This is an optimization exercise on Yosys and OpenROAD, whose aim is small area and a short achievable clock period, not a production implementation.
Where RTL was checked, it was by simulation tests only, not by an equivalence proof against the original.
Only the layout flow was run in runs 1 and 3; the RTL was not checked for function there.
Power figures rest on the tool's default switching activity, not on a simulated workload.

### design/flow/run.sh
#!/bin/bash
# synth_recipe.tcl (not shown) runs the flow's synth.tcl, then flattens the netlist and writes it again
# the make line also repeats each setting of config.mk as NAME=value (left out here)
make -C /OpenROAD-flow-scripts/flow DESIGN_CONFIG=/design/flow/config.mk WORK_HOME=/design/flow/orfs CLKGATE_MAP_FILE= SYNTH_SCRIPT=/design/flow/synth_recipe.tcl finish
### design/flow/design.v
module ee201_debouncer(CLK, RESET, PB, MCEN);
input CLK, RESET;
input PB;
output MCEN;
parameter N_dc = 12;
localparam
 INI     = 3'd0,
 WQ      = 3'd1,
 WH      = 3'd2,
 CCEN_st = 3'd3,
 CCR     = 3'd4,
 WFCR    = 3'd5,
 SCEN_st = 3'd6,
 MCEN_st = 3'd7;
reg [2:0] state;
reg [11:0] debounce_count;
assign MCEN = state[2] & state[1];
wire t_quarter = (debounce_count == 12'h352);
wire t_half    = (debounce_count == 12'hc83);
always @(posedge CLK) begin
	case (state)
	INI, SCEN_st, MCEN_st, CCR: debounce_count <= 12'h001;
	default: debounce_count <= {debounce_count[10:0],
		debounce_count[11] ^ debounce_count[5] ^ debounce_count[3] ^ debounce_count[0]};
	endcase
	if (RESET)
		state <= INI;
	else
		case (state)
		INI:     if (PB) state <= WQ;
		WQ:      if (!PB) state <= INI;
		         else if (t_quarter) state <= SCEN_st;
		SCEN_st: state <= WH;
		WH:      if (!PB) state <= CCR;
		         else if (t_half) state <= MCEN_st;
		MCEN_st: state <= CCEN_st;
		CCEN_st: if (!PB) state <= CCR;
		         else if (t_quarter) state <= MCEN_st;
		CCR:     state <= WFCR;
		WFCR:    if (PB) state <= WH;
		         else if (t_quarter) state <= INI;
		endcase
end
endmodule
`timescale 1ns / 1ps
module game_logic (
	input clk,
	input BtnR,
	input BtnL,
	input BtnC,
	input Reset,
	input rst,
	output reg [5:0] k,           
	output reg [5:0] bk,          
	output reg bvalid,
	output reg [9:0] ben_v,
	output reg [6:0] eq,          
	output reg [3:0] er,
	output [9:0] enemy1_y,
	output [63:0] bq_all,         
	output [35:0] br_all,
	output [89:0] by_all,
	output [8:0] en_all,
	output [8:0] dead_all,        
	output reg game_over,
	output splash_screen);
	wire o_CCEN, L_MCEN, C_MCEN;
	ee201_debouncer #(.N_dc(12)) ee201_debouncer_1
		(.CLK(clk), .RESET(Reset | rst), .PB(BtnR), .MCEN(o_CCEN));
	ee201_debouncer #(.N_dc(12)) ffee201_debouncer_2
		(.CLK(clk), .RESET(Reset | rst), .PB(BtnL), .MCEN(L_MCEN));
	ee201_debouncer #(.N_dc(12)) ggee201_debouncer_3
		(.CLK(clk), .RESET(Reset | rst), .PB(BtnC), .MCEN(C_MCEN));
	reg [9:1] ey;
	reg [9:1] dead;
	reg [5:0]  div_clk;    
	reg [7:0]  div_clk2;   
	reg [6:0]  div_clk3;   
	reg [17:0] div_clk4;   
	reg g1, g2, g3;        
	reg [12:0] div_clk5;   
	reg [3:0]  wave;       
	reg ben;
	reg bounce;
	reg boundary;
	reg [9:1] en;
	reg [2:0] random_number;
	reg [6:0] bq [1:9];
	reg [3:0] br [1:9];
	reg [9:0] by [1:9];
	assign enemy1_y = {ey, 1'b0};
	assign dead_all = dead;
	assign en_all = en;
	assign splash_screen = &dead;
	genvar gi;
	generate for (gi = 1; gi <= 9; gi = gi + 1) begin : outs
		assign bq_all[7*gi-1 -: 7] = bq[gi];
		assign br_all[4*gi-1 -: 4] = br[gi];
		assign by_all[10*gi-1 -: 10] = by[gi];
	end endgenerate
	wire mvR = o_CCEN;
	wire mvL = ~o_CCEN & L_MCEN;
	wire fire = ~o_CCEN & ~L_MCEN & C_MCEN & ~ben;
	wire kup = mvR & (k <= 6'd60);         
	wire kdn = mvL & (k >= 6'd1);          
	wire [5:0] k1 = kup ? k + 6'd1 : kdn ? k - 6'd1 : k;
	wire ben1 = ben | fire;
	wire tick1 = ben1 & (div_clk == 6'h1a);           
	wire [5:0] div_clk_n = ~ben1 ? div_clk : tick1 ? 6'h01 : {div_clk[4:0], div_clk[5] ^ div_clk[4]};
	wire lost = tick1 & ~fire & (ben_v == 10'd35);
	wire [9:0] bv2 = (fire | lost) ? (tick1 & ~lost ? 10'd399 : 10'd400) :
	                 tick1 ? ben_v - 10'd1 : ben_v;
	wire ben2 = ben1 & ~lost;
	function [2:0] cols;   
		input [5:0] b;
		input [6:0] q;
		input [3:0] r;
		reg [7:0] dq;
		reg signed [7:0] d;
		begin
			dq = {2'b0, b} + 8'd15 - {1'b0, q};
			d = $signed({dq[3:0], 3'b0}) + $signed({dq[3:0], 1'b0}) + 8'sd5 - $signed({4'b0, r});
			if ($signed(dq) < -3 || $signed(dq) > 4) cols = 3'b000;
			else begin
				cols[0] = (d >= 0) && (d <= 20);
				cols[1] = (d >= -25) && (d <= -5);
				cols[2] = (d >= 25) && (d <= 45);
			end
		end
	endfunction
	function [2:0] rows;   
		input [9:0] d;     
		begin
			rows[0] = (d == 10'd20);
			rows[1] = (d == 10'd999);
			rows[2] = (d == 10'd974);
		end
	endfunction
	wire [2:0] oc = (fire | bvalid) ? cols(fire ? k : bk, eq, er) : 3'b000;
	wire [2:0] orw = rows(bv2 - enemy1_y);
	wire [2:0] ac = cols(k1, eq, er);
	wire [2:0] arw = rows(10'd400 - enemy1_y);
	wire [9:1] hit_o, hit_a;
	generate for (gi = 0; gi < 9; gi = gi + 1) begin : hits
		assign hit_o[gi+1] = oc[gi % 3] & orw[gi / 3] & ~dead[gi+1];
		assign hit_a[gi+1] = ac[gi % 3] & arw[gi / 3] & ~dead[gi+1];
	end endgenerate
	wire [9:1] prior;    
	assign prior[1] = 1'b0;
	generate for (gi = 2; gi <= 9; gi = gi + 1) begin : pre
		assign prior[gi] = prior[gi-1] | hit_o[gi-1];
	end endgenerate
	wire [9:1] killed = (prior & hit_a) | (~prior & hit_o);
	wire any_hit = |hit_o;
	wire [9:1] dead3 = dead | killed;
	reg move_due;
	always @(*)
		case (wave)
		4'd0: move_due = div_clk2 >= 8'd199;
		4'd1: move_due = div_clk2 >= 8'd174;
		4'd2: move_due = div_clk2 >= 8'd149;
		4'd3: move_due = div_clk2 >= 8'd124;
		4'd4: move_due = div_clk2 >= 8'd99;
		4'd5: move_due = div_clk2 >= 8'd74;
		4'd6: move_due = div_clk2 >= 8'd49;
		4'd7: move_due = div_clk2 >= 8'd24;
		4'd8: move_due = 1'b1;
		default: move_due = 1'b0;
		endcase
	wire [7:0] div_clk2_n = move_due ? 8'd0 : div_clk2 + 8'd1;
	wire turn = move_due & bounce;
	wire bnd4 = turn ? ~boundary : boundary;
	wire [9:1] ey4 = turn ? ey + 9'd5 : ey;
	wire [9:0] y4 = {ey4, 1'b0};
	wire at_right = (eq > 7'd76) || (eq == 7'd76 && er >= 4'd3);    
	wire at_left  = (eq < 7'd14) || (eq == 7'd14 && er <= 4'd5);    
	reg [6:0] eq4;
	reg [3:0] er4;
	always @(*)
		if (~move_due) begin
			eq4 = eq; er4 = er;
		end else if (bnd4) begin
			if (er == 4'd9) begin eq4 = eq + 7'd1; er4 = 4'd0; end
			else begin eq4 = eq; er4 = er + 4'd1; end
		end else begin
			if (er == 4'd0) begin eq4 = eq - 7'd1; er4 = 4'd9; end
			else begin eq4 = eq; er4 = er - 4'd1; end
		end
	wire bounce4 = ~move_due ? bounce : bnd4 ? at_right : at_left;
	wire tick3 = (div_clk3 == 7'h35);                  
	wire [6:0] div_clk3_n = tick3 ? 7'h01 : {div_clk3[5:0], div_clk3[6] ^ div_clk3[5]};
	wire c49 = (div_clk4 == 18'h0a1a4), c99 = (div_clk4 == 18'h3aa71);
	wire c149 = (div_clk4 == 18'h08d32), c199 = (div_clk4 == 18'h39925);
	reg fire_due;
	always @(*)
		case (wave)
		4'd0: fire_due = c199;
		4'd1: fire_due = c149 | g3;
		4'd2: fire_due = c99 | g2;
		4'd3: fire_due = c49 | g1;
		4'd4: fire_due = 1'b1;
		default: fire_due = 1'b0;
		endcase
	wire [17:0] div_clk4_n = fire_due ? 18'h00001 : {div_clk4[16:0], div_clk4[17] ^ div_clk4[10]};
	wire [2:0] rn = fire_due ? {random_number[1:0], random_number[2] ^ random_number[1]} : random_number;
	wire [9:1] sel = {rn == 3'd7, rn == 3'd7, rn == 3'd6, rn == 3'd5, rn == 3'd4, rn == 3'd3, rn == 3'd2, rn == 3'd1, rn == 3'd1};
	wire [9:1] shoot = {9{fire_due}} & ~dead3 & sel;
	wire [6:0] fq_M = (er4 >= 4'd2) ? eq4 + 7'd1 : eq4;
	wire [3:0] fr_M = (er4 >= 4'd2) ? er4 - 4'd2 : er4 + 4'd8;
	wire [6:0] fq_L = (er4 >= 4'd3) ? eq4 - 7'd1 : eq4 - 7'd2;
	wire [3:0] fr_L = (er4 >= 4'd3) ? er4 - 4'd3 : er4 + 4'd7;
	wire [6:0] fq_R = (er4 >= 4'd7) ? eq4 + 7'd4 : eq4 + 7'd3;
	wire [3:0] fr_R = (er4 >= 4'd7) ? er4 - 4'd7 : er4 + 4'd3;
	wire [9:0] fy_B = y4, fy_M = y4 - 10'd25, fy_T = y4 - 10'd50;
	wire [6:0] kp = {1'b0, k1} + 7'd14;
	function pwin;
		input [6:0] q;
		input [3:0] r;
		input [6:0] kp;
		reg [6:0] e;
		begin
			e = q - kp;
			pwin = (e <= 7'd3) || (e == 7'd4 && r == 4'd0) || (e == 7'h7f && r >= 4'd5);
		end
	endfunction
	function yhit;
		input [9:0] y;
		yhit = (y >= 10'd390) && (y <= 10'd440);
	endfunction
	wire [2:0] xf = {pwin(fq_R, fr_R, kp), pwin(fq_L, fr_L, kp), pwin(fq_M, fr_M, kp)};
	wire [2:0] yf = {yhit(fy_T), yhit(fy_M), yhit(fy_B)};
	wire [9:1] en_n, phit;
	wire [6:0] bq_n [1:9];
	wire [3:0] br_n [1:9];
	wire [9:0] by_n [1:9];
	generate for (gi = 1; gi <= 9; gi = gi + 1) begin : eb
		localparam C = (gi - 1) % 3, R = (gi - 1) / 3;
		wire step = tick3 & en[gi];
		wire stop = step & (by[gi] >= 10'd516);
		wire mv = step & ~stop;
		wire [9:0] by5 = mv ? by[gi] + 10'd1 : by[gi];
		assign bq_n[gi] = ~shoot[gi] ? bq[gi] : (C == 0) ? fq_M : (C == 1) ? fq_L : fq_R;
		assign br_n[gi] = ~shoot[gi] ? br[gi] : (C == 0) ? fr_M : (C == 1) ? fr_L : fr_R;
		assign by_n[gi] = ~shoot[gi] ? by5 : (R == 0) ? fy_B : (R == 1) ? fy_M : fy_T;
		assign en_n[gi] = shoot[gi] | (en[gi] & ~stop);
		wire vh = mv ? (by[gi] >= 10'd389) && (by[gi] <= 10'd439) : yhit(by[gi]);
		assign phit[gi] = shoot[gi] ? (xf[C] & yf[R]) : (en[gi] & vh & pwin(bq[gi], br[gi], kp));
	end endgenerate
	wire all_dead = &dead3;
	wire wave_end = (div_clk5 == 13'h0b43);
	wire [12:0] div_clk5_n = wave_end ? 13'h0001 : ~all_dead ? div_clk5 :
		{div_clk5[11:0], div_clk5[12] ^ div_clk5[3] ^ div_clk5[2] ^ div_clk5[0]};
	integer i;
	always @(posedge clk) begin
		for (i = 1; i <= 9; i = i + 1) begin
			bq[i] <= bq_n[i];
			br[i] <= br_n[i];
			by[i] <= by_n[i];
		end
		if (rst) begin
			k <= 6'd20;             
			bk <= 6'd0;
			bvalid <= 1'b0;
			ben_v <= 10'd0;
			eq <= 7'd34;            
			er <= 4'd0;
			ey <= 9'd42;            
			dead <= 9'd0;
			game_over <= 1'b0;
			div_clk <= 6'h01;
			div_clk2 <= 8'd0;
			div_clk3 <= 7'h01;
			div_clk4 <= 18'h00001;
			g1 <= 1'b0; g2 <= 1'b0; g3 <= 1'b0;
			div_clk5 <= 13'h0001;
			wave <= 4'd0;
			ben <= 1'b0;
			bounce <= 1'b1;
			boundary <= 1'b0;
			en <= 9'd0;
			random_number <= 3'd1;
		end else begin
			ben_v <= any_hit ? 10'd400 : bv2;
			if (any_hit) begin
				bk <= k1; bvalid <= 1'b1;
			end else if (fire) begin
				bk <= k; bvalid <= 1'b1;
			end
			ben <= ben2 & ~any_hit;
			div_clk <= div_clk_n;
			div_clk2 <= div_clk2_n;
			div_clk3 <= div_clk3_n;
			div_clk4 <= div_clk4_n;
			g1 <= ~fire_due & (g1 | c49);
			g2 <= ~fire_due & (g2 | c99);
			g3 <= ~fire_due & (g3 | c149);
			div_clk5 <= div_clk5_n;
			random_number <= rn;
			boundary <= bnd4;
			en <= en_n;
			game_over <= game_over | (|phit);
			if (wave_end) begin
				if (wave != 4'd9) wave <= wave + 4'd1;
				dead <= 9'd0;
				k <= 6'd20;
				eq <= 7'd34;
				er <= 4'd0;
				ey <= 9'd42;
				bounce <= 1'b1;
			end else begin
				dead <= dead3;
				k <= k1;
				eq <= eq4;
				er <= er4;
				ey <= ey4;
				bounce <= bounce4;
			end
		end
	end
endmodule
module display_controller(
	input clk,
	input rst,
	output hSync, vSync,
	output reg bright,
	output reg [6:0] hq,
	output reg [3:0] hr,
	output reg [9:0] vCount,
	output [1:0] div_out,
	output stars
	);
	reg [1:0] div;
	wire clk25_en = (div == 2'd0);
	assign div_out = div;
	reg [4:0] s17, v17;
	reg [3:0] v13;
	always @(posedge clk)
		if (rst)
			div <= 2'd0;
		else
			div <= div + 2'd1;
	wire h_end = (hq == 7'd79) && (hr == 4'd9);       
	wire [4:0] v17_inc = (v17 == 5'd16) ? 5'd0 : v17 + 5'd1;
	always @(posedge clk)
		if (rst) begin
			hq <= 0;
			hr <= 0;
			vCount <= 0;
			s17 <= 0;
			v17 <= 0;
			v13 <= 0;
		end else if (clk25_en) begin
			if (!h_end) begin
				if (hr == 4'd9) begin
					hr <= 0;
					hq <= hq + 7'd1;
				end else
					hr <= hr + 4'd1;
				s17 <= (s17 == 5'd16) ? 5'd0 : s17 + 5'd1;
			end else if (vCount < 10'd524) begin
				hq <= 0;
				hr <= 0;
				vCount <= vCount + 1;
				v17 <= v17_inc;
				s17 <= v17_inc;
				v13 <= (v13 == 4'd12) ? 4'd0 : v13 + 4'd1;
			end else begin
				hq <= 0;
				hr <= 0;
				vCount <= 0;
				s17 <= 0;
				v17 <= 0;
				v13 <= 0;
			end
		end
	assign hSync = (hq < 7'd9) || (hq == 7'd9 && hr < 4'd6);    
	assign vSync = (vCount < 2) ? 1 : 0;
	assign stars = (s17 == 5'd0) && (v13 == 4'd0);
	wire h_vis = ((hq > 7'd14) || (hq == 7'd14 && hr > 4'd3)) &&
	             ((hq < 7'd78) || (hq == 7'd78 && hr < 4'd4));
	always @(posedge clk)
		if (rst)
			bright <= 0;
		else if (clk25_en)
			bright <= h_vis && vCount > 10'd34 && vCount < 10'd516;
endmodule
`timescale 1ns / 1ps
module vga_bitchange(
	input clk,
	input rst,
	input bright,
	input BtnC,
	input button,
	input BtnR,
	input BtnL,
	input [6:0] hq,
	input [3:0] hr,
	input [9:0] vCount,
	input stars,
	output reg [11:0] rgb,
	output [15:0] score
	);
	parameter BLACK = 12'b0000_0000_0000;
	parameter WHITE = 12'b1111_1111_1111;
	parameter RED   = 12'b1111_0000_0000;
	parameter GREEN = 12'b0000_1111_0000;
	parameter BLUE  = 12'b0000_0000_1111;
	parameter PINK  = 12'b1111_1100_1101;
	wire [5:0] k, bk;
	wire bvalid;
	wire [9:0] ben_v, enemy1_y;
	wire [6:0] eq;
	wire [3:0] er;
	wire [63:0] bq_all;
	wire [35:0] br_all;
	wire [89:0] by_all;
	wire [8:0] en_all, dead;
	wire game_over, splash_screen;
	assign score = 16'd0;
	game_logic gl(.clk(clk), .rst(rst), .BtnR(BtnR), .BtnL(BtnL), .BtnC(BtnC), .Reset(button),
		.k(k), .bk(bk), .bvalid(bvalid), .ben_v(ben_v), .eq(eq), .er(er), .enemy1_y(enemy1_y),
		.bq_all(bq_all), .br_all(br_all), .by_all(by_all), .en_all(en_all), .dead_all(dead),
		.game_over(game_over), .splash_screen(splash_screen));
	wire [9:0] v = vCount;
	wire [7:0] dp = {1'b0, hq} - 8'd14 - {2'b0, k};
	wire player =
		((dp <= 8'd3) && v >= 10'd420 && v <= 10'd440) ||
		((dp == 8'd1 || dp == 8'd2) && v >= 10'd400 && v <= 10'd410) ||
		(((dp == 8'd1 && hr >= 4'd5) || (dp == 8'd2 && hr <= 4'd4)) && v >= 10'd410 && v <= 10'd420);
	wire [7:0] db = {1'b0, hq} - 8'd15 - {2'b0, bk};
	wire [4:0] dxb = (db == 8'd0) ? {1'b0, hr} - 5'd5 : (db == 8'd1) ? {1'b0, hr} + 5'd5 : 5'b11111;
	wire signed [10:0] dvb = {1'b0, v} - {1'b0, ben_v};
	wire bullet = bvalid && (
		((dxb >= 5'd4) && (dxb <= 5'd5) && (dvb >= 12) && (dvb <= 20)) ||
		((dxb >= 5'd2) && (dxb <= 5'd7) && (dvb >= 6) && (dvb <= 12)) ||
		((dxb <= 5'd9) && (dvb >= 0) && (dvb <= 6)) ||
		((dxb >= 5'd2) && (dxb <= 5'd7) && (dvb >= -2) && (dvb <= 0)));
	wire [7:0] de = {1'b0, hq} - {1'b0, eq};
	wire signed [7:0] dxe = $signed({de[3:0], 3'b0}) + $signed({de[3:0], 1'b0}) + $signed({4'b0, hr}) - $signed({4'b0, er});
	wire de_ok = ($signed(de) >= -3) && ($signed(de) <= 5);
	wire colM = de_ok && (dxe >= 0) && (dxe <= 20);
	wire colL = de_ok && (dxe >= -25) && (dxe <= -5);
	wire colR = de_ok && (dxe >= 25) && (dxe <= 45);
	wire signed [10:0] dye = {1'b0, v} - {1'b0, enemy1_y};
	wire rowB = (dye >= 0) && (dye <= 20);
	wire rowM = (dye >= -25) && (dye <= -5);
	wire rowT = (dye >= -50) && (dye <= -30);
	wire e1 = colM & rowB, e2 = colL & rowB, e3 = colR & rowB;
	wire e4 = colM & rowM, e5 = colL & rowM, e6 = colR & rowM;
	wire e7 = colM & rowT, e8 = colL & rowT, e9 = colR & rowT;
	wire [6:0] hq1 = hq - 7'd1;
	wire [6:0] va = v[9:3], va1 = v[9:3] - 7'd1;
	wire [2:0] vb = v[2:0];
	function ebox;
		input [6:0] hq, hq1;
		input [3:0] hr;
		input [6:0] va, va1;
		input [2:0] vb;
		input [6:0] q;
		input [3:0] r;
		input [9:0] y;
		reg hin, vin;
		begin
			hin = ((hq == q) && (hr >= r) && (hr <= r + 4'd5)) ||
			      ((hq1 == q) && (r >= hr + 4'd5));
			vin = ((va == y[9:3]) && (vb >= y[2:0]) && ({1'b0, vb} <= {1'b0, y[2:0]} + 4'd5)) ||
			      ((va1 == y[9:3]) && ({1'b0, y[2:0]} >= {1'b0, vb} + 4'd3));
			ebox = hin && vin;
		end
	endfunction
	wire [9:1] b;
	genvar gi;
	generate for (gi = 1; gi <= 9; gi = gi + 1) begin : eb
		assign b[gi] = en_all[gi-1] && ebox(hq, hq1, hr, va, va1, vb,
			bq_all[7*gi-1 -: 7], br_all[4*gi-1 -: 4], by_all[10*gi-1 -: 10]);
	end endgenerate
	always @(*) begin
		if (~bright) rgb = BLACK;
		else if (game_over) rgb = PINK;
		else if (splash_screen) rgb = GREEN;
		else if (player) rgb = BLUE;
		else if (bullet) rgb = (ben_v >= 10'd399) ? BLACK : RED;
		else if (e1) rgb = dead[0] ? BLACK : GREEN;
		else if (e2) rgb = dead[1] ? BLACK : WHITE;
		else if (e3) rgb = dead[2] ? BLACK : WHITE;
		else if (e4) rgb = dead[3] ? BLACK : WHITE;
		else if (e5) rgb = dead[4] ? BLACK : WHITE;
		else if (e6) rgb = dead[5] ? BLACK : WHITE;
		else if (e7) rgb = dead[6] ? BLACK : WHITE;
		else if (e8) rgb = dead[7] ? BLACK : WHITE;
		else if (e9) rgb = dead[8] ? BLACK : WHITE;
		else if (b[1]) rgb = dead[0] ? BLACK : WHITE;
		else if (b[2]) rgb = dead[1] ? BLACK : WHITE;
		else if (b[3]) rgb = dead[2] ? BLACK : WHITE;
		else if (b[4]) rgb = dead[3] ? BLACK : WHITE;
		else if (b[5]) rgb = dead[4] ? BLACK : WHITE;
		else if (b[6]) rgb = dead[5] ? BLACK : WHITE;
		else if (b[7]) rgb = dead[6] ? BLACK : WHITE;
		else if (b[8]) rgb = dead[7] ? BLACK : WHITE;
		else if (b[9]) rgb = dead[8] ? BLACK : WHITE;
		else if (stars) rgb = WHITE;
		else rgb = BLACK;
	end
endmodule
module counter(
	input clk,
	input rst,
	input [15:0] displayNumber,
	input [1:0] low,             
	output reg [3:0] anode,
	output [6:0] ssdOut
	);
	reg [8:0] refresh_hi;        
	always @(posedge clk)
		if (rst)
			refresh_hi <= 9'd0;
		else if (low == 2'b11)
			refresh_hi <= refresh_hi + 9'd1;
	always @(*)
		case (refresh_hi[8:7])
		2'b00: anode = 4'b0111;
		2'b01: anode = 4'b1011;
		2'b10: anode = 4'b1101;
		2'b11: anode = 4'b1110;
		endcase
	assign ssdOut = 7'b0000001;
endmodule
`timescale 1ns / 1ps
module vga_top(
	input ClkPort,
	input Reset,
	input BtnC,
	input BtnU,
	input BtnR,
	input BtnL,
	output hSync, vSync,
	output [3:0] vgaR, vgaG, vgaB,
	output An0, An1, An2, An3, An4, An5, An6, An7,
	output Ca, Cb, Cc, Cd, Ce, Cf, Cg, Dp,
	output QuadSpiFlashCS
	);
	wire bright;
	wire [6:0] hq;
	wire [3:0] hr;
	wire [9:0] vc;
	wire [15:0] score;
	wire [6:0] ssdOut;
	wire [3:0] anode;
	wire [11:0] rgb;
	wire [1:0] div;
	wire stars;
	display_controller dc(.clk(ClkPort), .rst(Reset), .hSync(hSync), .vSync(vSync), .bright(bright),
		.hq(hq), .hr(hr), .vCount(vc), .div_out(div), .stars(stars));
	vga_bitchange vbc(.clk(ClkPort), .rst(Reset), .bright(bright), .BtnC(BtnC), .button(BtnU), .BtnR(BtnR), .BtnL(BtnL),
		.hq(hq), .hr(hr), .vCount(vc), .stars(stars), .rgb(rgb), .score(score));
	counter cnt(.clk(ClkPort), .rst(Reset), .displayNumber(score), .low(div), .anode(anode), .ssdOut(ssdOut));
	assign Dp = 1;
	assign {Ca, Cb, Cc, Cd, Ce, Cf, Cg} = ssdOut[6:0];
	assign {An7, An6, An5, An4, An3, An2, An1, An0} = {4'b1111, anode};
	assign vgaR = rgb[11:8];
	assign vgaG = rgb[7:4];
	assign vgaB = rgb[3:0];
	assign QuadSpiFlashCS = 1'b1;
endmodule
### design/flow/constraint.sdc
create_clock -name core_clock -period 30.0 [get_ports {ClkPort}]
set_input_delay 6.0000 -clock core_clock [delete_from_list [all_inputs] [get_ports {ClkPort}]]
set_output_delay 6.0000 -clock core_clock [all_outputs]
set_load 0.01 [all_outputs]
### design/flow/config.mk
export PLATFORM = sky130hd
export DESIGN_NAME = vga_top
export DESIGN_NICKNAME = vga_top
export VERILOG_FILES = /design/flow/design.v
export SDC_FILE = /design/flow/constraint.sdc
export NUM_CORES = 4
export LEC_CHECK = 0
export CAP_MARGIN = 20
export CORE_MARGIN = 2
export CORE_UTILIZATION = 40
export SLEW_MARGIN = 20
==> results of run 1 <==
-- Yosys cell counts (all sizes together), types with 16 or more instances --
master / count
mux2i: 42
fa: 29
edfxtp: 186
o31ai: 31
o22ai: 17
and3: 78
dfxtp: 222
and2: 45
nor4: 70
or3: 25
o41ai: 18
nand2b: 81
a311oi: 19
a31oi: 50
ha: 498
a211oi: 27
a2111oi: 21
or2: 18
nor2: 287
a21boi: 18
clkbuf: 147
or4: 32
nand3b: 16
nor3: 96
o221ai: 16
buf: 67
nor4b: 28
o21bai: 22
o21ai: 203
nor3b: 18
a21oi: 271
nand3: 166
nand4: 80
nor2b: 59
nand2: 296
a21o: 89
o211ai: 32
xor2: 193
xnor2: 344
inv: 325
o21a: 38
-- worst max-delay path, cell delays in order (launching register included) --
cell	delay, ns
dfxtp_1	0.45
ha_1	0.22
inv_1	0.06
fa_1	0.53
fa_1	0.43
fa_1	0.52
inv_1	0.07
fa_1	0.47
nor2b_1	0.18
o21a_1	0.19
mux2_2	0.35
a31o_2	0.24
nand2_1	0.09
nand2_1	0.10
nor2b_1	0.33
nand3_1	0.13
a21boi_0	0.22
a211oi_1	0.09
o21ai_1	0.18
a21oi_1	0.19
o32ai_1	0.51
clkdlybuf4s50_1	0.63
-- cells in the final DEF (no fill, tap or decap), types with 59 or more instances in the layout --
cell / Yosys / routed
nor2_1: 283 / 282
a21o_1: 89 / 89
and3_1: 77 / 77
nand2b_1: 81 / 81
a21oi_1: 270 / 270
buf_4: 21 / 59
xor2_1: 193 / 193
o21ai_0: 192 / 192
nor3_1: 95 / 94
nor4_1: 68 / 68
edfxtp_1: 186 / 186
xnor2_1: 339 / 335
inv_1: 324 / 324
dfxtp_1: 222 / 219
nand2_1: 292 / 292
ha_1: 498 / 498
nand3_1: 166 / 166
nand4_1: 80 / 80
-- routing by layer --
layer  GRT usage [%]  routed length, µm
met1            32.4              53600
met2            37.5              51900
met3            2.86               7440
met4            8.67               4820
met5               0                 13
-- registers in the layout, summed over array words and instances (netlist names), 9 cells and up --
signal / flops
vbc.gl.div_clk5: 13
vbc.gl.ffee201_debouncer_2.debounce_count: 12
vbc.gl.br: 36
vbc.gl.bq: 63
vbc.gl.dead: 9
vbc.gl.ee201_debouncer_1.debounce_count: 12
vbc.gl.div_clk4: 18
vbc.gl.ggee201_debouncer_3.debounce_count: 12
dc.vCount: 10
cnt.refresh_hi: 9
vbc.gl.en: 9
vbc.gl.ben_v: 10
vbc.gl.ey: 9
vbc.gl.by: 90
-- path summary, 6_finish.rpt --
kind	startpoint	endpoint	slack, ns	cells after the start
worst max-delay path	vbc.gl.eq[0]	vgaR[2]	17.20	21
worst min-delay path	dc.div[0]	dc.div[0]	0.45	1
worst max register to register	vbc.gl.ggee201_debouncer_3.state[2]	vbc.gl.bq[9][2]	21.50	20
worst min register to register	dc.div[0]	dc.div[0]	0.45	1
-- logic make-up (layout without fill, tap and decap cells) --
group	after synthesis	after routing	synth area share, %
compound gates	975	975	16.7
xor+xnor	538	538	12.5
fa+ha+maj	527	527	17.8
buf+inv	547	510	5.71
flops	408	408	26.1
mux	52	52	1.40
other cells	2	14	0.0196
simple gates	1440	1440	19.8
-- power breakdown --
group | leakage, nW | internal, mW | total, mW | switching, mW
clock network | 0.820 | 0.372 | 0.645 | 0.273
logic | 12.5 | 0.0254 | 0.0656 | 0.0402
registers | 3.53 | 0.579 | 0.582 | 0.00320
total | 16.9 | 0.976 | 1.29 | 0.316
-- area by class of cell --
cell class | count | area (µm²)
well taps | 1265 | 1580
clock inverters | 36 | 380
clock buffers | 60 | 1330
repair buffers | 81 | 663
fillers | 9419 | 53500
multi-input cells | 3545 | 26300
inverters | 333 | 1250
flip-flops and latches | 408 | 10000
diodes | 1 | 2.50
==> flow_metrics.py, run 1 <==
metrics = {
    "synthesis": {
        "syn_area_mm2": 0.0384,
        "synth_top_area_share_pct": 16.2,
        "ys_types": 117,
        "synth_edf_count": 186,
        "syn-instance-count": 4489,
        "yosysWarnings": 8,
        "yosys.area.top_type": "ha_1",
        "synth_seq_cells": 408,
        "yosysSeqAreaShare_pct": 26.1,
        "synth_area_leaders": "ha_1, edfxtp_1, dfxtp_1",
        "synth.avg_cell_area_um2": 8.55,
        "ys.flop_type": "dfxtp_1",
        "async_flop_share_pct": 0,
    },
    "outcome": {
        "status": "finished clean",
    },
    "die": {
        "core_mm2": 0.0950,
        "initial_core_util_pct": 40.4,
        "die_area_mm2": 0.0984,
        "die_y_um": 314,
        "floorplan.rows": 113,
        "die-width_um": 314,
        "io_pins": 37,
    },
    "worst_setup_path": {
        "required_ns": 24.00,
        "critPathLaunchType": "flop",
        "critPathKind": "flop to output port",
        "cp_data_arrival_time_ns": 6.80,
        "path_max_fanout": 6,
        "endpoint_kind": "output port",
    },
    "sta": {
        "setup_viol": 0,
        "rsz0062_at_grt": "false",
        "drv_slew": 0,
        "max-slew-margin-rel_pct": 11.5,
        "worst_slew_pin_slew_ns": 1.32,
        "post-route-period-util_pct": 42.7,
        "fin_worst_skew_ns": 0.0287,
        "hold_violations": 0,
        "hold_slack_ns": 0.450,
        "fin_tns_setup_ns": 0,
        "fin_crit_ns": 12.80,
        "max_freq_ghz": 0.0782,
        "setup_ws_ns": 17.20,
    },
    "final_layout": {
        "syn_to_final_growth_pct": 8.21,
        "final_util_pct": 43.7,
        "final_area_mm2": 0.0415,
        "finalNonFillerCells": 5729,
        "nNetsFinal": 4953,
        "drive_gt1_share_pct": 5.44,
    },
    "clock_network": {
        "clk_pin_slew_worst_paths_ns": 0.07,
        "clkLatencyLatePin_ns": 0.64,
        "cts_buffers": 51,
        "cts_root_buffer": "clkbuf_16",
        "clk_path_buf_depth": 3,
        "cts_sinks": 408,
        "cts_setup_buffers": 0,
        "cts_hold_repair.buffers": 0,
        "cts_max_level": 2,
        "cts_tree": "yes",
        "cts_resized": 0,
    },
    "global_routing": {
        "antenna_found_initial": 3,
        "grt_usage_pct": 23.4,
        "grt_pass1_wl_mm": 181,
        "grt_max_degree": 55,
        "grt_pass1_vias": 30600,
        "gr-total-overflow": 0,
    },
    "route": {
        "wl_per_cell_um": 20.6,
        "num_vias": 32900,
        "drt-initial-drc-count": 2779,
        "drtAntennaViolNets": 0,
        "vias_per_cell": 5.75,
        "drt_pass1_iterations": 6,
        "wl_mm": 118,
        "drc": 0,
    },
    "job": {
        "maxCapViolations": 0,
    },
    "power_and_ir_drop": {
        "p_leak_nw": 16.9,
        "power_density_mw_per_mm2": 31.1,
        "power.total_mw": 1.29,
        "ir_drop_v": 0.0000380,
    },
    "placement": {
        "preCtsSetupSlack_ns": 17.90,
        "dpl_cell_area_mm2": 0.0398,
        "routabilityCongestion": 0.986,
        "dp_hpwl_mm": 89.9,
        "dpl.cell_count": 5632,
        "io_buffers": 23,
    },
    "worst_hold_path": {
        "hold_class": "flop to flop",
    },
}
==> run 2, diff against run 1 <==
--- a/design/flow/design.v
+++ b/design/flow/design.v
@@ -115,16 +115,16 @@
 		input [5:0] b;
 		input [6:0] q;
 		input [3:0] r;
-		reg [7:0] dq;
-		reg signed [7:0] d;
+		reg [7:0] u;       
+		reg [6:0] t;       
 		begin
-			dq = {2'b0, b} + 8'd15 - {1'b0, q};
-			d = $signed({dq[3:0], 3'b0}) + $signed({dq[3:0], 1'b0}) + 8'sd5 - $signed({4'b0, r});
-			if ($signed(dq) < -3 || $signed(dq) > 4) cols = 3'b000;
+			u = {2'b0, b} + 8'd18 - {1'b0, q};
+			t = {u[2:0], 3'b0} + {u[2:0], 1'b0} + 7'd9 - {3'b0, r};
+			if (u > 8'd7) cols = 3'b000;
 			else begin
-				cols[0] = (d >= 0) && (d <= 20);
-				cols[1] = (d >= -25) && (d <= -5);
-				cols[2] = (d >= 25) && (d <= 45);
+				cols[0] = (t >= 7'd34) && (t <= 7'd54);
+				cols[1] = (t >= 7'd9) && (t <= 7'd29);
+				cols[2] = (t >= 7'd59) && (t <= 7'd79);
 			end
 		end
 	endfunction
@@ -435,12 +435,12 @@
 		((dxb >= 5'd2) && (dxb <= 5'd7) && (dvb >= 6) && (dvb <= 12)) ||
 		((dxb <= 5'd9) && (dvb >= 0) && (dvb <= 6)) ||
 		((dxb >= 5'd2) && (dxb <= 5'd7) && (dvb >= -2) && (dvb <= 0)));
-	wire [7:0] de = {1'b0, hq} - {1'b0, eq};
-	wire signed [7:0] dxe = $signed({de[3:0], 3'b0}) + $signed({de[3:0], 1'b0}) + $signed({4'b0, hr}) - $signed({4'b0, er});
-	wire de_ok = ($signed(de) >= -3) && ($signed(de) <= 5);
-	wire colM = de_ok && (dxe >= 0) && (dxe <= 20);
-	wire colL = de_ok && (dxe >= -25) && (dxe <= -5);
-	wire colR = de_ok && (dxe >= 25) && (dxe <= 45);
+	wire [7:0] u = {1'b0, hq} + 8'd3 - {1'b0, eq};
+	wire [6:0] te = {u[3:0], 3'b0} + {u[3:0], 1'b0} + {3'b0, hr} + 7'd9 - {3'b0, er};
+	wire de_ok = (u <= 8'd8);
+	wire colM = de_ok && (te >= 7'd39) && (te <= 7'd59);
+	wire colL = de_ok && (te >= 7'd14) && (te <= 7'd34);
+	wire colR = de_ok && (te >= 7'd64) && (te <= 7'd84);
 	wire signed [10:0] dye = {1'b0, v} - {1'b0, enemy1_y};
 	wire rowB = (dye >= 0) && (dye <= 20);
 	wire rowM = (dye >= -25) && (dye <= -5);
==> run 2 against run 1 <==
Compared with the run above: design area is 0.37% lower; maximum frequency is 8.6% lower; sequential power hardly changed; routed wire length is 0.33% higher; critical endpoint is now vgaB[2]; largest power group unchanged.
==> flow_metrics.py, run 2 <==
metrics = {
    "sta": {
        "setup_viol": 0,
        "max_freq_ghz": 0.0714,
        "fin_tns_setup_ns": 0,
        "rsz0062_at_grt": "false",
        "fin_crit_ns": 14.01,
        "drv_slew": 0,
        "hold_violations": 0,
        "worst_slew_pin_slew_ns": 1.21,
        "post-route-period-util_pct": 46.7,
        "max-slew-margin-rel_pct": 18.5,
        "setup_ws_ns": 15.99,
        "fin_worst_skew_ns": 0.0536,
    },
    "worst_setup_path": {
        "critPathKind": "flop to output port",
        "endpoint_kind": "output port",
        "slowest_delay_ns": 0.79,
        "cp_slowest_cell": "a2111oi_0",
        "path_max_fanout": 9,
        "cp_common_cell": "fa_1",
        "cp_data_arrival_time_ns": 8.01,
        "worstPathCellList": "inv_1 -> ha_1 -> ha_1 -> fa_1 -> fa_1 -> inv_1 -> fa_1 -> inv_1 -> ha_1 -> fa_1 -> or4_1 -> o21ai_0 -> nand2_1 -> a2111oi_0 -> a311oi_1 -> a2bb2oi_1 -> o211ai_1 -> a21boi_0 -> o21ai_0 -> a21boi_0 -> clkdlybuf4s50_1",
        "required_ns": 24.00,
        "critPathLaunchType": "flop",
    },
    "synthesis": {
        "synthXorXnorAreaFrac_pct": 12.7,
        "yosys.area.top_type": "ha_1",
        "yosysMostFrequentCell": "ha_1",
        "ys.flop_type": "dfxtp_1",
        "synth_edf_count": 186,
        "synth_compound_area_share_pct": 17.1,
        "synth_top_family_by_area": "simple AND/OR/NAND/NOR gates",
        "synth.avg_cell_area_um2": 8.61,
        "synth-simple-area-share_pct": 18.9,
        "synth_top_area_share_pct": 16.2,
        "ys_types": 110,
        "yosysSeqAreaShare_pct": 26.3,
        "syn-instance-count": 4439,
        "synth_seq_cells": 408,
        "synthAdderAreaFrac_pct": 17.8,
        "async_flop_share_pct": 0,
        "yosysWarnings": 8,
        "syn_area_mm2": 0.0382,
        "netlist_top_cells_count": "ha_1, xnor2_1, inv_1, nor2_1, a21oi_1",
        "synth_mux_area_share_pct": 1.26,
        "synth_area_leaders": "ha_1, edfxtp_1, dfxtp_1",
    },
    "final_layout": {
        "top_regs": "vbc.gl.by x90, vbc.gl.bq x63, vbc.gl.br x36",
        "drive_gt1_share_pct": 5.47,
        "syn_to_final_growth_pct": 8.30,
        "layout_commonest_cell": "ha_1",
        "largest_reg_flops": 90,
        "final_area_mm2": 0.0414,
        "n_antenna_cell": 0,
        "nNetsFinal": 4897,
        "top_register": "vbc.gl.by",
        "fillers": 9364,
        "final_cell_mix": "ha_1, xnor2_1, inv_1",
        "finalNonFillerCells": 5673,
    },
    "clock_network": {
        "cts_root_buffer": "clkbuf_16",
        "cts_setup_buffers": 0,
        "cts_tree": "yes",
        "cts_buffers": 50,
        "clk_pin_slew_worst_paths_ns": 0.06,
        "cts_hold_repair.buffers": 0,
        "cts_resized": 0,
        "cts_sinks": 408,
        "clk_path_buf_depth": 3,
        "cts_max_level": 2,
        "clkLatencyLatePin_ns": 0.65,
    },
    "global_routing": {
        "grt_pass1_vias": 30900,
        "antenna_found_initial": 4,
        "grt_max_degree": 45,
        "grt_usage_pct": 23.7,
        "grt_pass1_wl_mm": 183,
        "gr-total-overflow": 0,
    },
    "power_and_ir_drop": {
        "power.total_mw": 1.37,
        "p_leak_nw": 17.0,
        "ir_drop_v": 0.0000420,
        "power_density_mw_per_mm2": 33.1,
    },
    "placement": {
        "io_buffers": 23,
        "preCtsSetupSlack_ns": 16.86,
        "routabilityCongestion": 0.946,
        "dpl.cell_count": 5579,
        "dp_hpwl_mm": 87.8,
        "dpl_cell_area_mm2": 0.0396,
    },
    "job": {
        "maxCapViolations": 0,
    },
    "die": {
        "floorplan.rows": 113,
        "die_y_um": 313,
        "initial_core_util_pct": 40.3,
        "die-width_um": 313,
        "die_area_mm2": 0.0980,
        "core_mm2": 0.0949,
        "io_pins": 37,
    },
    "route": {
        "wl_per_cell_um": 20.8,
        "wl_mm": 118,
        "num_vias": 32600,
        "drtAntennaViolNets": 0,
        "drc": 0,
        "drt-initial-drc-count": 2816,
        "vias_per_cell": 5.74,
        "drt_pass1_iterations": 5,
    },
    "outcome": {
        "status": "finished clean",
    },
    "worst_hold_path": {
        "hold_class": "flop to flop",
    },
}
run 2: power by group:
part,switching (mW),leakage [nW],internal [mW]
registers,0.00347,3.52,0.581
clock network,0.273,0.857,0.385
logic,0.0802,12.7,0.0482
total,0.356,17.0,1.01
run 2: worst max-delay path, delay by kind of cell, from the launching register on:
family | cells | cell delay, ns
AOI/OAI and AO/OA | 8 | 2.48
adders and majority gates | 7 | 2.77
buffers and inverters | 4 | 0.90
DFF | 1 | 0.46
and+or+nand+nor | 2 | 0.71
run 2: through the flow:
stage | hold slack, ns | util (%)
6_report | 0.442 | 43.6
5_1_grt | 0.461 | 43.6
4_1_cts | 0.446 | 43.6
3_5_place_dp | 0.438 | 41.7
3_3_place_gp | 0.432 | 41.7
2_1_floorplan | 0.417 | -
run 2: metal layers:
metal / up-vias / wire length, µm / track usage, %
met2: 1100 / 51500 / 37.0
li1: 15800 / - / -
met3: 226 / 8280 / 3.28
met5: - / 13 / 0
met1: 15500 / 53100 / 32.9
met4: 2 / 5310 / 9.81
run 2: path summary, 6_finish.rpt:
check	from	cells past startpoint	slack [ns]	endpoint
max	vbc.gl.eq[1]	21	15.99	vgaB[2]
min	dc.div[0]	1	0.44	dc.div[0]
max reg2reg	vbc.gl.k[1]	26	21.14	vbc.gl.by[3][1]
min reg2reg	dc.div[0]	1	0.44	dc.div[0]
run 2: layout make-up:
cell class,instances,area [µm²],share of cell area [%]
multi-input cells,3476,26000,62.8
flip-flops and latches,408,10000,24.3
clock buffers,65,1400,3.39
inverters,338,1270,3.07
clock inverters,29,358,0.865
well taps,1265,1580,3.83
repair buffers,92,746,1.80
run 2: kinds of logic after synthesis:
logic type	count (synthesis)
XOR/XNOR	542
other	2
multiplexers	47
buffers and inverters	566
flip-flops	408
adder cells (fa/ha/maj)	525
AO/OA/AOI/OAI	985
AND/OR/NAND/NOR	1364
==> run 3, diff against run 2 <==
--- a/design/flow/design.v
+++ b/design/flow/design.v
@@ -50,6 +50,15 @@
 	input BtnC,
 	input Reset,
 	input rst,
+	input [6:0] hq_n,             
+	input [3:0] hr_n,
+	input [9:0] v_n,
+	output reg player_f,          
+	output reg bullet_f,
+	output reg bullet_black_f,    
+	output reg [2:0] col_f,       
+	output reg [2:0] row_f,       
+	output reg [9:1] eb_f,        
 	output reg [5:0] k,           
 	output reg [5:0] bk,          
 	output reg bvalid,
@@ -136,10 +145,16 @@
 			rows[2] = (d == 10'd974);
 		end
 	endfunction
-	wire [2:0] oc = (fire | bvalid) ? cols(fire ? k : bk, eq, er) : 3'b000;
-	wire [2:0] orw = rows(bv2 - enemy1_y);
-	wire [2:0] ac = cols(k1, eq, er);
+	wire [2:0] oc_bk = bvalid ? cols(bk, eq, er) : 3'b000;
+	wire [2:0] oc_k = cols(k, eq, er);
+	wire [2:0] oc = fire ? oc_k : oc_bk;
+	wire [9:0] dvy = ben_v - enemy1_y;
+	wire [2:0] rw_0 = rows(dvy);                     
+	wire [2:0] rw_1 = rows(dvy - 10'd1);             
 	wire [2:0] arw = rows(10'd400 - enemy1_y);
+	wire [2:0] rw_399 = rows(10'd399 - enemy1_y);
+	wire [2:0] orw = (fire | lost) ? (tick1 & ~lost ? rw_399 : arw) : tick1 ? rw_1 : rw_0;
+	wire [2:0] ac = cols(k1, eq, er);
 	wire [9:1] hit_o, hit_a;
 	generate for (gi = 0; gi < 9; gi = gi + 1) begin : hits
 		assign hit_o[gi+1] = oc[gi % 3] & orw[gi / 3] & ~dead[gi+1];
@@ -204,7 +219,8 @@
 	wire [17:0] div_clk4_n = fire_due ? 18'h00001 : {div_clk4[16:0], div_clk4[17] ^ div_clk4[10]};
 	wire [2:0] rn = fire_due ? {random_number[1:0], random_number[2] ^ random_number[1]} : random_number;
 	wire [9:1] sel = {rn == 3'd7, rn == 3'd7, rn == 3'd6, rn == 3'd5, rn == 3'd4, rn == 3'd3, rn == 3'd2, rn == 3'd1, rn == 3'd1};
-	wire [9:1] shoot = {9{fire_due}} & ~dead3 & sel;
+	wire [9:1] shootA = {9{fire_due}} & ~dead & sel;
+	wire [9:1] shoot = shootA & ~killed;
 	wire [6:0] fq_M = (er4 >= 4'd2) ? eq4 + 7'd1 : eq4;
 	wire [3:0] fr_M = (er4 >= 4'd2) ? er4 - 4'd2 : er4 + 4'd8;
 	wire [6:0] fq_L = (er4 >= 4'd3) ? eq4 - 7'd1 : eq4 - 7'd2;
@@ -229,7 +245,8 @@
 	endfunction
 	wire [2:0] xf = {pwin(fq_R, fr_R, kp), pwin(fq_L, fr_L, kp), pwin(fq_M, fr_M, kp)};
 	wire [2:0] yf = {yhit(fy_T), yhit(fy_M), yhit(fy_B)};
-	wire [9:1] en_n, phit;
+	wire [9:1] en_n, phit, stop_v;
+	wire [9:0] by5_v [1:9];
 	wire [6:0] bq_n [1:9];
 	wire [3:0] br_n [1:9];
 	wire [9:0] by_n [1:9];
@@ -239,6 +256,8 @@
 		wire stop = step & (by[gi] >= 10'd516);
 		wire mv = step & ~stop;
 		wire [9:0] by5 = mv ? by[gi] + 10'd1 : by[gi];
+		assign stop_v[gi] = stop;
+		assign by5_v[gi] = by5;
 		assign bq_n[gi] = ~shoot[gi] ? bq[gi] : (C == 0) ? fq_M : (C == 1) ? fq_L : fq_R;
 		assign br_n[gi] = ~shoot[gi] ? br[gi] : (C == 0) ? fr_M : (C == 1) ? fr_L : fr_R;
 		assign by_n[gi] = ~shoot[gi] ? by5 : (R == 0) ? fy_B : (R == 1) ? fy_M : fy_T;
@@ -250,6 +269,114 @@
 	wire wave_end = (div_clk5 == 13'h0b43);
 	wire [12:0] div_clk5_n = wave_end ? 13'h0001 : ~all_dead ? div_clk5 :
 		{div_clk5[11:0], div_clk5[12] ^ div_clk5[3] ^ div_clk5[2] ^ div_clk5[0]};
+	function t_player;    
+		input [6:0] hq;
+		input [3:0] hr;
+		input [9:0] v;
+		input [5:0] k;
+		reg [7:0] dp;
+		begin
+			dp = {1'b0, hq} - 8'd14 - {2'b0, k};
+			t_player =
+				((dp <= 8'd3) && v >= 10'd420 && v <= 10'd440) ||
+				((dp == 8'd1 || dp == 8'd2) && v >= 10'd400 && v <= 10'd410) ||
+				(((dp == 8'd1 && hr >= 4'd5) || (dp == 8'd2 && hr <= 4'd4)) && v >= 10'd410 && v <= 10'd420);
+		end
+	endfunction
+	function t_bullet;    
+		input [6:0] hq;
+		input [3:0] hr;
+		input [9:0] v;
+		input valid;
+		input [5:0] b;
+		input [9:0] bv;
+		reg [7:0] db;
+		reg [4:0] dx;
+		reg [10:0] dv;    
+		begin
+			db = {1'b0, hq} - 8'd15 - {2'b0, b};
+			dx = (db == 8'd0) ? {1'b0, hr} - 5'd5 : (db == 8'd1) ? {1'b0, hr} + 5'd5 : 5'b11111;
+			dv = {1'b0, v} - {1'b0, bv};
+			t_bullet = valid && (
+				((dx >= 5'd4) && (dx <= 5'd5) && (dv >= 11'd12) && (dv <= 11'd20) && ~dv[10]) ||
+				((dx >= 5'd2) && (dx <= 5'd7) && (dv >= 11'd6) && (dv <= 11'd12) && ~dv[10]) ||
+				((dx <= 5'd9) && (dv <= 11'd6)) ||
+				((dx >= 5'd2) && (dx <= 5'd7) && ((dv >= 11'h7fe) || (dv == 11'd0))));
+		end
+	endfunction
+	function [2:0] t_cols;    
+		input [6:0] hq;
+		input [3:0] hr;
+		input [6:0] q;
+		input [3:0] r;
+		reg [7:0] u;        
+		reg [6:0] t;        
+		begin
+			u = {1'b0, hq} + 8'd3 - {1'b0, q};
+			t = {u[3:0], 3'b0} + {u[3:0], 1'b0} + {3'b0, hr} + 7'd9 - {3'b0, r};
+			t_cols[0] = (u <= 8'd8) && (t >= 7'd39) && (t <= 7'd59);
+			t_cols[1] = (u <= 8'd8) && (t >= 7'd14) && (t <= 7'd34);
+			t_cols[2] = (u <= 8'd8) && (t >= 7'd64) && (t <= 7'd84);
+		end
+	endfunction
+	function [2:0] t_rows;    
+		input [9:0] v;        
+		input [9:0] y;
+		reg [10:0] d;
+		begin
+			d = {1'b0, v} - {1'b0, y};
+			t_rows[0] = ~d[10] && (d <= 11'd20);
+			t_rows[1] = (d >= 11'h7e7) && (d <= 11'h7fb);    
+			t_rows[2] = (d >= 11'h7ce) && (d <= 11'h7e2);    
+		end
+	endfunction
+	function t_hin;
+		input [6:0] hq, hq1;
+		input [3:0] hr;
+		input [6:0] q;
+		input [3:0] r;
+		reg [4:0] dh;
+		begin
+			dh = {1'b0, hr} - {1'b0, r};
+			t_hin = (~dh[4] & (dh[3:0] <= 4'd5) & (hq == q)) |
+			        (dh[4] & (dh[3:0] >= 4'd6) & (dh[3:0] <= 4'd11) & (hq1 == q));
+		end
+	endfunction
+	function t_vin;
+		input [6:0] va, va1;
+		input [2:0] vb;
+		input [9:0] y;
+		reg [3:0] dv;
+		begin
+			dv = {1'b0, vb} - {1'b0, y[2:0]};
+			t_vin = (dv[2:0] <= 3'd5) & (dv[3] ? (va1 == y[9:3]) : (va == y[9:3]));
+		end
+	endfunction
+	wire [6:0] hq1_n = hq_n - 7'd1;
+	wire [6:0] va_n = v_n[9:3], va1_n = v_n[9:3] - 7'd1;
+	wire [5:0] k_n = wave_end ? 6'd20 : k1;
+	wire [6:0] eq_n = wave_end ? 7'd34 : eq4;
+	wire [3:0] er_n = wave_end ? 4'd0 : er4;
+	wire [9:0] y_n = wave_end ? 10'd84 : y4;
+	wire bul_alt = t_bullet(hq_n, hr_n, v_n, 1'b1, k1, 10'd400);
+	wire bul_org = t_bullet(hq_n, hr_n, v_n, fire | bvalid, fire ? k : bk, bv2);
+	wire [2:0] xin_f = {t_hin(hq_n, hq1_n, hr_n, fq_R, fr_R), t_hin(hq_n, hq1_n, hr_n, fq_L, fr_L), t_hin(hq_n, hq1_n, hr_n, fq_M, fr_M)};
+	wire [2:0] yin_f = {t_vin(va_n, va1_n, v_n[2:0], fy_T), t_vin(va_n, va1_n, v_n[2:0], fy_M), t_vin(va_n, va1_n, v_n[2:0], fy_B)};
+	wire [9:1] eb_hold, eb_fire;
+	generate for (gi = 1; gi <= 9; gi = gi + 1) begin : ebf
+		localparam C = (gi - 1) % 3, R = (gi - 1) / 3;
+		assign eb_fire[gi] = xin_f[C] & yin_f[R];
+		assign eb_hold[gi] = en[gi] & ~stop_v[gi] & t_hin(hq_n, hq1_n, hr_n, bq[gi], br[gi]) &
+		                     t_vin(va_n, va1_n, v_n[2:0], by5_v[gi]);
+	end endgenerate
+	always @(posedge clk) begin
+		player_f <= t_player(hq_n, hr_n, v_n, k_n);
+		bullet_f <= any_hit ? bul_alt : bul_org;
+		bullet_black_f <= any_hit | (bv2 >= 10'd399);
+		col_f <= t_cols(hq_n, hr_n, eq_n, er_n);
+		row_f <= t_rows(v_n, y_n);
+		eb_f <= (shoot & eb_fire) | (~shoot & eb_hold);
+	end
 	integer i;
 	always @(posedge clk) begin
 		for (i = 1; i <= 9; i = i + 1) begin
@@ -326,6 +453,9 @@
 	output reg [6:0] hq,
 	output reg [3:0] hr,
 	output reg [9:0] vCount,
+	output reg [6:0] hq_n,       
+	output reg [3:0] hr_n,
+	output reg [9:0] v_n,
 	output [1:0] div_out,
 	output stars
 	);
@@ -341,38 +471,42 @@
 			div <= div + 2'd1;
 	wire h_end = (hq == 7'd79) && (hr == 4'd9);       
 	wire [4:0] v17_inc = (v17 == 5'd16) ? 5'd0 : v17 + 5'd1;
-	always @(posedge clk)
+	always @(posedge clk) begin
+		hq <= hq_n;
+		hr <= hr_n;
+		vCount <= v_n;
 		if (rst) begin
-			hq <= 0;
-			hr <= 0;
-			vCount <= 0;
 			s17 <= 0;
 			v17 <= 0;
 			v13 <= 0;
 		end else if (clk25_en) begin
-			if (!h_end) begin
-				if (hr == 4'd9) begin
-					hr <= 0;
-					hq <= hq + 7'd1;
-				end else
-					hr <= hr + 4'd1;
+			if (!h_end)
 				s17 <= (s17 == 5'd16) ? 5'd0 : s17 + 5'd1;
-			end else if (vCount < 10'd524) begin
-				hq <= 0;
-				hr <= 0;
-				vCount <= vCount + 1;
+			else if (vCount < 10'd524) begin
 				v17 <= v17_inc;
 				s17 <= v17_inc;
 				v13 <= (v13 == 4'd12) ? 4'd0 : v13 + 4'd1;
 			end else begin
-				hq <= 0;
-				hr <= 0;
-				vCount <= 0;
 				s17 <= 0;
 				v17 <= 0;
 				v13 <= 0;
 			end
 		end
+	end
+	always @(*) begin
+		hq_n = hq; hr_n = hr; v_n = vCount;
+		if (rst) begin
+			hq_n = 0; hr_n = 0; v_n = 0;
+		end else if (clk25_en) begin
+			if (!h_end) begin
+				if (hr == 4'd9) begin hr_n = 0; hq_n = hq + 7'd1; end
+				else hr_n = hr + 4'd1;
+			end else begin
+				hq_n = 0; hr_n = 0;
+				v_n = (vCount < 10'd524) ? vCount + 10'd1 : 10'd0;
+			end
+		end
+	end
 	assign hSync = (hq < 7'd9) || (hq == 7'd9 && hr < 4'd6);    
 	assign vSync = (vCount < 2) ? 1 : 0;
 	assign stars = (s17 == 5'd0) && (v13 == 4'd0);
@@ -393,9 +527,9 @@
 	input button,
 	input BtnR,
 	input BtnL,
-	input [6:0] hq,
-	input [3:0] hr,
-	input [9:0] vCount,
+	input [6:0] hq_n,
+	input [3:0] hr_n,
+	input [9:0] v_n,
 	input stars,
 	output reg [11:0] rgb,
 	output [15:0] score
@@ -406,80 +540,31 @@
 	parameter GREEN = 12'b0000_1111_0000;
 	parameter BLUE  = 12'b0000_0000_1111;
 	parameter PINK  = 12'b1111_1100_1101;
-	wire [5:0] k, bk;
-	wire bvalid;
-	wire [9:0] ben_v, enemy1_y;
-	wire [6:0] eq;
-	wire [3:0] er;
-	wire [63:0] bq_all;
-	wire [35:0] br_all;
-	wire [89:0] by_all;
-	wire [8:0] en_all, dead;
+	wire player_f, bullet_f, bullet_black_f;
+	wire [2:0] col_f, row_f;
+	wire [9:1] b;
+	wire [8:0] dead;
 	wire game_over, splash_screen;
 	assign score = 16'd0;
 	game_logic gl(.clk(clk), .rst(rst), .BtnR(BtnR), .BtnL(BtnL), .BtnC(BtnC), .Reset(button),
-		.k(k), .bk(bk), .bvalid(bvalid), .ben_v(ben_v), .eq(eq), .er(er), .enemy1_y(enemy1_y),
-		.bq_all(bq_all), .br_all(br_all), .by_all(by_all), .en_all(en_all), .dead_all(dead),
+		.hq_n(hq_n), .hr_n(hr_n), .v_n(v_n),
+		.player_f(player_f), .bullet_f(bullet_f), .bullet_black_f(bullet_black_f),
+		.col_f(col_f), .row_f(row_f), .eb_f(b),
+		.k(), .bk(), .bvalid(), .ben_v(), .eq(), .er(), .enemy1_y(),
+		.bq_all(), .br_all(), .by_all(), .en_all(), .dead_all(dead),
 		.game_over(game_over), .splash_screen(splash_screen));
-	wire [9:0] v = vCount;
-	wire [7:0] dp = {1'b0, hq} - 8'd14 - {2'b0, k};
-	wire player =
-		((dp <= 8'd3) && v >= 10'd420 && v <= 10'd440) ||
-		((dp == 8'd1 || dp == 8'd2) && v >= 10'd400 && v <= 10'd410) ||
-		(((dp == 8'd1 && hr >= 4'd5) || (dp == 8'd2 && hr <= 4'd4)) && v >= 10'd410 && v <= 10'd420);
-	wire [7:0] db = {1'b0, hq} - 8'd15 - {2'b0, bk};
-	wire [4:0] dxb = (db == 8'd0) ? {1'b0, hr} - 5'd5 : (db == 8'd1) ? {1'b0, hr} + 5'd5 : 5'b11111;
-	wire signed [10:0] dvb = {1'b0, v} - {1'b0, ben_v};
-	wire bullet = bvalid && (
-		((dxb >= 5'd4) && (dxb <= 5'd5) && (dvb >= 12) && (dvb <= 20)) ||
-		((dxb >= 5'd2) && (dxb <= 5'd7) && (dvb >= 6) && (dvb <= 12)) ||
-		((dxb <= 5'd9) && (dvb >= 0) && (dvb <= 6)) ||
-		((dxb >= 5'd2) && (dxb <= 5'd7) && (dvb >= -2) && (dvb <= 0)));
-	wire [7:0] u = {1'b0, hq} + 8'd3 - {1'b0, eq};
-	wire [6:0] te = {u[3:0], 3'b0} + {u[3:0], 1'b0} + {3'b0, hr} + 7'd9 - {3'b0, er};
-	wire de_ok = (u <= 8'd8);
-	wire colM = de_ok && (te >= 7'd39) && (te <= 7'd59);
-	wire colL = de_ok && (te >= 7'd14) && (te <= 7'd34);
-	wire colR = de_ok && (te >= 7'd64) && (te <= 7'd84);
-	wire signed [10:0] dye = {1'b0, v} - {1'b0, enemy1_y};
-	wire rowB = (dye >= 0) && (dye <= 20);
-	wire rowM = (dye >= -25) && (dye <= -5);
-	wire rowT = (dye >= -50) && (dye <= -30);
+	wire player = player_f, bullet = bullet_f;
+	wire colM = col_f[0], colL = col_f[1], colR = col_f[2];
+	wire rowB = row_f[0], rowM = row_f[1], rowT = row_f[2];
 	wire e1 = colM & rowB, e2 = colL & rowB, e3 = colR & rowB;
 	wire e4 = colM & rowM, e5 = colL & rowM, e6 = colR & rowM;
 	wire e7 = colM & rowT, e8 = colL & rowT, e9 = colR & rowT;
-	wire [6:0] hq1 = hq - 7'd1;
-	wire [6:0] va = v[9:3], va1 = v[9:3] - 7'd1;
-	wire [2:0] vb = v[2:0];
-	function ebox;
-		input [6:0] hq, hq1;
-		input [3:0] hr;
-		input [6:0] va, va1;
-		input [2:0] vb;
-		input [6:0] q;
-		input [3:0] r;
-		input [9:0] y;
-		reg hin, vin;
-		begin
-			hin = ((hq == q) && (hr >= r) && (hr <= r + 4'd5)) ||
-			      ((hq1 == q) && (r >= hr + 4'd5));
-			vin = ((va == y[9:3]) && (vb >= y[2:0]) && ({1'b0, vb} <= {1'b0, y[2:0]} + 4'd5)) ||
-			      ((va1 == y[9:3]) && ({1'b0, y[2:0]} >= {1'b0, vb} + 4'd3));
-			ebox = hin && vin;
-		end
-	endfunction
-	wire [9:1] b;
-	genvar gi;
-	generate for (gi = 1; gi <= 9; gi = gi + 1) begin : eb
-		assign b[gi] = en_all[gi-1] && ebox(hq, hq1, hr, va, va1, vb,
-			bq_all[7*gi-1 -: 7], br_all[4*gi-1 -: 4], by_all[10*gi-1 -: 10]);
-	end endgenerate
 	always @(*) begin
 		if (~bright) rgb = BLACK;
 		else if (game_over) rgb = PINK;
 		else if (splash_screen) rgb = GREEN;
 		else if (player) rgb = BLUE;
-		else if (bullet) rgb = (ben_v >= 10'd399) ? BLACK : RED;
+		else if (bullet) rgb = bullet_black_f ? BLACK : RED;
 		else if (e1) rgb = dead[0] ? BLACK : GREEN;
 		else if (e2) rgb = dead[1] ? BLACK : WHITE;
 		else if (e3) rgb = dead[2] ? BLACK : WHITE;
@@ -540,9 +625,9 @@
 	output QuadSpiFlashCS
 	);
 	wire bright;
-	wire [6:0] hq;
-	wire [3:0] hr;
-	wire [9:0] vc;
+	wire [6:0] hq, hq_n;
+	wire [3:0] hr, hr_n;
+	wire [9:0] vc, v_n;
 	wire [15:0] score;
 	wire [6:0] ssdOut;
 	wire [3:0] anode;
@@ -550,9 +635,9 @@
 	wire [1:0] div;
 	wire stars;
 	display_controller dc(.clk(ClkPort), .rst(Reset), .hSync(hSync), .vSync(vSync), .bright(bright),
-		.hq(hq), .hr(hr), .vCount(vc), .div_out(div), .stars(stars));
+		.hq(hq), .hr(hr), .vCount(vc), .hq_n(hq_n), .hr_n(hr_n), .v_n(v_n), .div_out(div), .stars(stars));
 	vga_bitchange vbc(.clk(ClkPort), .rst(Reset), .bright(bright), .BtnC(BtnC), .button(BtnU), .BtnR(BtnR), .BtnL(BtnL),
-		.hq(hq), .hr(hr), .vCount(vc), .stars(stars), .rgb(rgb), .score(score));
+		.hq_n(hq_n), .hr_n(hr_n), .v_n(v_n), .stars(stars), .rgb(rgb), .score(score));
 	counter cnt(.clk(ClkPort), .rst(Reset), .displayNumber(score), .low(div), .anode(anode), .ssdOut(ssdOut));
 	assign Dp = 1;
 	assign {Ca, Cb, Cc, Cd, Ce, Cf, Cg} = ssdOut[6:0];
==> run 3 against run 2 <==
Compared with the run above: largest power group unchanged; synthesized cell count increased by 0.45%; clock-buffer cell count increased by 11; setup slack gained 3.0 ns; area after synthesis rose by 0.53%; utilization up 0.66 points; clock power up 7.2%; sequential power is 3.8% higher; non-clock buffer count grew 3; first-iteration DRC count fell by 11%; critical endpoint unchanged; still clean on timing, DRC and antenna.
==> flow_metrics.py, run 3 <==
metrics = {
    "sta": {
        "post-route-period-util_pct": 36.8,
        "max_freq_ghz": 0.0905,
        "setup_ws_ns": 18.95,
        "setup_viol": 0,
        "max-slew-margin-rel_pct": 23.6,
        "fin_crit_ns": 11.05,
        "fin_tns_setup_ns": 0,
        "drv_slew": 0,
        "worst_slew_pin_slew_ns": 1.14,
        "fin_worst_skew_ns": 0.0494,
        "rsz0062_at_grt": "false",
        "hold_violations": 0,
    },
    "global_routing": {
        "antenna_found_initial": 8,
        "grt_max_degree": 54,
        "grt_usage_pct": 23.6,
        "gr-total-overflow": 0,
        "grt_pass1_wl_mm": 182,
        "grt_pass1_vias": 30600,
    },
    "final_layout": {
        "layout_commonest_cell": "ha_1",
        "final_cell_mix": "ha_1, xnor2_1, inv_1",
        "drive_gt1_share_pct": 6.51,
        "multi_input_area_mm2": 0.0269,
        "fillers": 9411,
        "final_util_pct": 44.3,
        "top_regs": "vbc.gl.by x90, vbc.gl.bq x63, vbc.gl.br x36",
        "top_register": "vbc.gl.by",
        "regArea_mm2": 0.00952,
        "nNetsFinal": 4911,
        "finalNonFillerCells": 5751,
        "syn_to_final_growth_pct": 9.53,
        "final_area_mm2": 0.0421,
        "largest_reg_flops": 90,
    },
    "synthesis": {
        "ys.flop_type": "dfxtp_1",
        "syn-instance-count": 4459,
        "synth_seq_cells": 426,
        "synth.avg_cell_area_um2": 8.61,
        "yosysMostFrequentCell": "ha_1",
        "syn_area_mm2": 0.0384,
        "async_flop_share_pct": 0,
        "ys_types": 116,
        "synth_area_leaders": "dfxtp_1, ha_1, xnor2_1",
        "yosysWarnings": 8,
        "synth_edf_count": 99,
        "netlist_top_cells_count": "ha_1, xnor2_1, inv_1, dfxtp_1, nor2_1",
        "synth_top_area_share_pct": 17.0,
        "yosysSeqAreaShare_pct": 24.8,
        "yosys.area.top_type": "dfxtp_1",
    },
    "placement": {
        "dp_hpwl_mm": 88.4,
        "io_buffers": 23,
        "dpl.cell_count": 5649,
        "preCtsSetupSlack_ns": 18.92,
        "routabilityCongestion": 0.935,
        "dpl_cell_area_mm2": 0.0401,
    },
    "power_and_ir_drop": {
        "ir_drop_v": 0.0000410,
        "p_leak_nw": 17.6,
        "power_density_mw_per_mm2": 41.2,
    },
    "clock_network": {
        "cts_sinks": 426,
        "cts_tree": "yes",
        "cts_setup_buffers": 0,
        "cts_max_level": 2,
        "cts_hold_repair.buffers": 0,
        "clk_pin_slew_worst_paths_ns": 0.06,
        "cts_resized": 0,
        "cts_buffers": 54,
        "clk_path_buf_depth": 3,
        "cts_root_buffer": "clkbuf_16",
        "clkLatencyLatePin_ns": 0.66,
    },
    "route": {
        "num_vias": 32400,
        "met2WireLength_mm": 51.6,
        "wirelength_met1_mm": 53.9,
        "vias_per_cell": 5.63,
        "wl_per_cell_um": 20.5,
        "drt-initial-drc-count": 2511,
        "drt_pass1_iterations": 6,
        "drc": 0,
        "drtAntennaViolNets": 0,
        "highest_layer": "met5",
        "wl_mm": 118,
        "met3_length_mm": 7.97,
    },
    "die": {
        "floorplan.rows": 113,
        "die_area_mm2": 0.0985,
        "die_y_um": 314,
        "core_mm2": 0.0950,
        "io_pins": 37,
        "die-width_um": 314,
        "initial_core_util_pct": 40.4,
    },
    "worst_setup_path": {
        "endpoint_kind": "output port",
        "required_ns": 24.00,
        "r2r-start": "vbc.gl.div_clk2[1]",
        "r2r_setup_slack_ns": 22.14,
        "critPathKind": "flop to output port",
        "critPathLaunchType": "flop",
        "rr_endpoint": "vbc.gl.game_over",
        "path_max_fanout": 4,
        "cp_data_arrival_time_ns": 5.05,
        "worstRegToRegCells": 25,
    },
    "worst_hold_path": {
        "hold_class": "flop to flop",
        "min-delay-start": "dc.div[0]",
        "hold_depth": 1,
        "min_to": "dc.div[0]",
    },
    "job": {
        "maxCapViolations": 0,
    },
    "outcome": {
        "status": "finished clean",
    },
}
-- run 3: critical path, stage by stage, from the launching register on --
cell and delay, ns:
dfxtp_1 0.34, inv_1 0.08, ha_1 0.17, nor4b_1 0.49, a311oi_1 0.30, a211oi_1 0.26
o31ai_1 0.09, o21ai_0 0.19, a221oi_1 0.10, a21oi_1 0.13, o211ai_1 0.09, nand3_1 0.07
nand2_1 0.07, a211oi_1 0.29, o21ai_0 0.16, o21ai_0 0.84, clkdlybuf4s50_1 0.71
-- run 3: worst max path at each step --
stage | startpoint | end | slack (ns) | cells past startpoint
after global routing | dc.v13[0] | vgaB[0] | 18.68 | 16
final | dc.v13[0] | vgaB[2] | 18.95 | 16
after CTS | dc.v13[0] | vgaB[2] | 19.01 | 16
after detailed placement | Reset | vbc.gl.bullet_f | 18.92 | 17
after floorplan | Reset | vbc.gl.bullet_f | 18.97 | 18
after global placement | Reset | vbc.gl.eb_f[5] | 19.07 | 15
-- run 3: kinds of logic (layout without fill, tap and decap cells) --
logic type	count (synthesis)	in the layout	share of synthesized area, %
compound gates	900	900	15.4
xor+xnor	630	630	14.9
fa+ha+maj	468	468	16.4
buf+inv	529	542	5.59
flops	426	426	24.8
mux	160	160	4.30
other cells	2	16	0.0196
simple gates	1344	1344	18.7
-- run 3: area by class of cell --
type                       count  area share, %
clock buffer                  76           3.72
antenna                        3         0.0178
multi-input combinational   3515           64.1
inverter                     348           3.11
tap                         1265           3.76
clock inverter                23          0.854
timing repair buffer          95           1.83
sequential                   426           22.6
-- run 3: metal layers --
metal,up-vias,global-route usage [%]
met5,-,0
met4,2,8.68
met3,268,3.65
met2,1021,37.5
met1,15400,32.4
li1,15700,-
-- run 3: metrics by stage --
stage               power, mW  hold slack [ns]
finish                   1.73            0.436
global route             1.82            0.446
CTS                      1.74            0.440
detailed placement       1.03            0.426
global placement         1.03            0.418
floorplan               0.945            0.402
-- run 3: where the power goes --
group	switching (mW)	internal, mW	total, mW
sequential	0.00933	0.596	0.606
clock	0.279	0.425	0.704
combinational	0.241	0.180	0.421

Setup slack of run 3, layout unchanged: 18.948 ns with ideal ports, 18.880 ns with driving cells assumed (clock clkbuf_16, inputs buf_2), 18.824 ns with port delays also shifted by the 0.702 ns mid clock arrival.
